Context: an optimization exercise on an open-source flow, tuned for small area and a short achievable clock period. The choices shown serve that exercise and are no tape-out recipe. In this exercise RTL edits were held to simulation tests only and were not proved equivalent to the original. No activity file was given, so power comes from the tool's default toggle rates.

## old
==> module acc_profile_gen, before the edit <==
module acc_profile_gen(
           input clk,
           input reset,
           input acc_step,
           input load,
           input set_x,
           input set_v,
           input set_a,
           input set_j,
           input signed [63:0] x_val,
           input signed [31:0] v_val,
           input signed [31:0] a_val,
           input signed [31:0] j_val,
           input [5:0] step_bit,
           input to_wait,                 
           input signed [31:0] abort_a_val,
           output reg step,
           output reg dir
       );
reg [63:0] x;
reg abort;
always @(posedge clk)
    abort <= ~reset & ~load & (abort | to_wait);
reg signed [31:0] v;
reg signed [31:0] a;
reg signed [31:0] j;
wire [31:0] ab = abort_a_val;
wire [32:0] op1a = {v[31], v};
wire [32:0] op1b = abort ? ~{ab[31], ab} : {a[31], a};
wire [32:0] op1c = abort ? 33'd1 : {{2{j[31]}}, j[31:1]};
wire [32:0] sum1 = op1a + op1b + op1c;
wire [32:0] op2a = abort ? {v[31], v} : {a[31], a};
wire [32:0] op2b = abort ? {ab[31], ab} : {j[31], j};
wire [32:0] sum2 = op2a + op2b;
wire v_nz = |v;
wire gt = ~sum1[32] & (v != ab);                 
wire ge = ~sum2[32];                             
wire [31:0] neg_ab = -ab;
wire [31:0] neg_v = -v;
wire [31:0] v_abort = gt ? sum1[31:0] : ge ? 32'd0 : sum2[31:0];
wire [31:0] a_abort = gt ? neg_ab : ge ? neg_v : ab;
always @(posedge clk)
    begin
        if (reset)
            begin
                v <= 0;
                a <= 0;
                j <= 0;
            end
        else if (load)
            begin
                if (set_v)
                    v <= v_val;
                if (set_a)
                    a <= a_val;
                if (set_j)
                    j <= j_val;
            end
        else if (acc_step)
            begin
                if (abort)
                    begin
                        j <= 0;
                        v <= v_nz ? v_abort : 32'd0;
                        a <= v_nz ? a_abort : 32'd0;
                    end
                else
                    begin
                        v <= sum1[31:0];
                        a <= sum2[31:0];
                    end
            end
    end
wire [34:0] xs = {2'b00, x[32:0]} + {{3{v[31]}}, v} + {{4{a[31]}}, a[31:1]};
wire up = ~xs[34] & xs[33];
wire dn = xs[34];
wire [30:0] xh = x[63:33];
wire [30:0] ones, zeros;       
assign ones[0] = 1'b1;
assign zeros[0] = 1'b1;
genvar k;
generate
    for (k = 1; k < 31; k = k + 1)
        begin : pfx
            assign ones[k] = &xh[k-1:0];
            assign zeros[k] = ~|xh[k-1:0];
        end
endgenerate
wire [30:0] hflip = ({31{up}} & ones) | ({31{dn}} & zeros);
wire [63:0] flip = {hflip, xs[32:0] ^ x[32:0]};
wire [63:0] x_acc = x ^ flip;
always @(posedge clk)
    begin
        step <= 1'b0;
        if (reset)
            begin
                x <= 0;
                dir <= 0;
            end
        else if (load && set_x)
            begin
                x <= x_val;
                dir <= 0;
            end
        else
            begin
                x <= x_acc;
                if (flip[step_bit])
                    begin
                        dir <= ~v[31] & v_nz;
                        step <= 1'b1;
                    end
            end
    end
endmodule
clock: 10.0 ns
lec_check: 0
cap_margin: 20
core_margin: 2
core_utilization: 55
place_density: 0.65
setup_slack_margin: 5
slew_margin: 20
run.sh (not shown) runs the stock make flow with config.mk's settings and CLKGATE_MAP_FILE= SYNTH_SCRIPT=/design/flow/synth_recipe.tcl, a recipe that flattens the netlist after the stock synthesis.
In summary, old completed successfully, with a layout that passed the timing, DRC and antenna checks.
Input changes introduced in new (baseline for comparison: old):
--- a/flow/design.v
+++ b/flow/design.v
@@ -95,14 +95,14 @@
 wire [32:0] op1c = abort ? 33'd1 : {{2{j[31]}}, j[31:1]};
 wire [32:0] sum1 = op1a + op1b + op1c;
 wire [32:0] op2a = abort ? {v[31], v} : {a[31], a};
 wire [32:0] op2b = abort ? {ab[31], ab} : {j[31], j};
 wire [32:0] sum2 = op2a + op2b;
 wire v_nz = |v;
-wire gt = ~sum1[32] & (v != ab);                 
-wire ge = ~sum2[32];                             
+wire gt = v_nz & ~sum1[32] & (v != ab);          
+wire ge = ~sum2[32] | ~v_nz;                     
 wire [31:0] neg_ab = -ab;
 wire [31:0] neg_v = -v;
 wire [31:0] v_abort = gt ? sum1[31:0] : ge ? 32'd0 : sum2[31:0];
 wire [31:0] a_abort = gt ? neg_ab : ge ? neg_v : ab;
 always @(posedge clk)
     begin
@@ -123,14 +123,14 @@
             end
         else if (acc_step)
             begin
                 if (abort)
                     begin
                         j <= 0;
-                        v <= v_nz ? v_abort : 32'd0;
-                        a <= v_nz ? a_abort : 32'd0;
+                        v <= v_abort;
+                        a <= a_abort;
                     end
                 else
                     begin
                         v <= sum1[31:0];
                         a <= sum2[31:0];
                     end
Findings:
new | stages: all done | timing, DRC, antenna: all pass
Clock power, new and old, lower one = old.
Die area delta for new relative to old: 1.2% lower
Of new and old, the lower combinational power belongs to old.
Compared with old, sequential power in new decreased slightly.
Compared with old, the router placed more vias in new.
Compared with old, new shows logic depth of the worst setup path including buffers higher by 7.
new: routed wire length 3.2% above old
Changes observed in new relative to old: met3 wire length grew by 9.5%; area added between synthesis and finish grew by 6.9 points; wire length of the first global-routing pass grew by 1.6%.
Compared with old, new shows a higher clock network fraction of total power.
Global routing met1 resource utilization: new < old
The post-synthesis compound-gate area fraction in new sits 0.24 points below the value recorded for old.

==> port drivers added, routing unchanged <==
No port has a modelled driver above. Below, the same layouts with a new extraction and two added sets of constraints. Step 1 assumes that a clkbuf_16 drives the clock port and a buf_2 every other input. Step 2 also shifts input and output timing later by t, the mid clock arrival at the registers, as if the neighbouring blocks saw the same clock. Slacks: no drivers / after step 1 / after step 2; pairs: no drivers / after step 1.
run | t, ns | setup WS [ns] | worst data-port slew with drivers (ns) | pins driven straight from the clock port
old | 0.970 | 5.015 / 4.780 / 3.842 | 0.39 | 1
new | 0.982 | 4.444 / 4.444 / 3.900 | 0.33 | 1
After both steps every run listed still meets setup and hold. For old, which loses most, drivers alone change the setup slack by -0.235 ns; drivers and shift together by -1.173 ns.
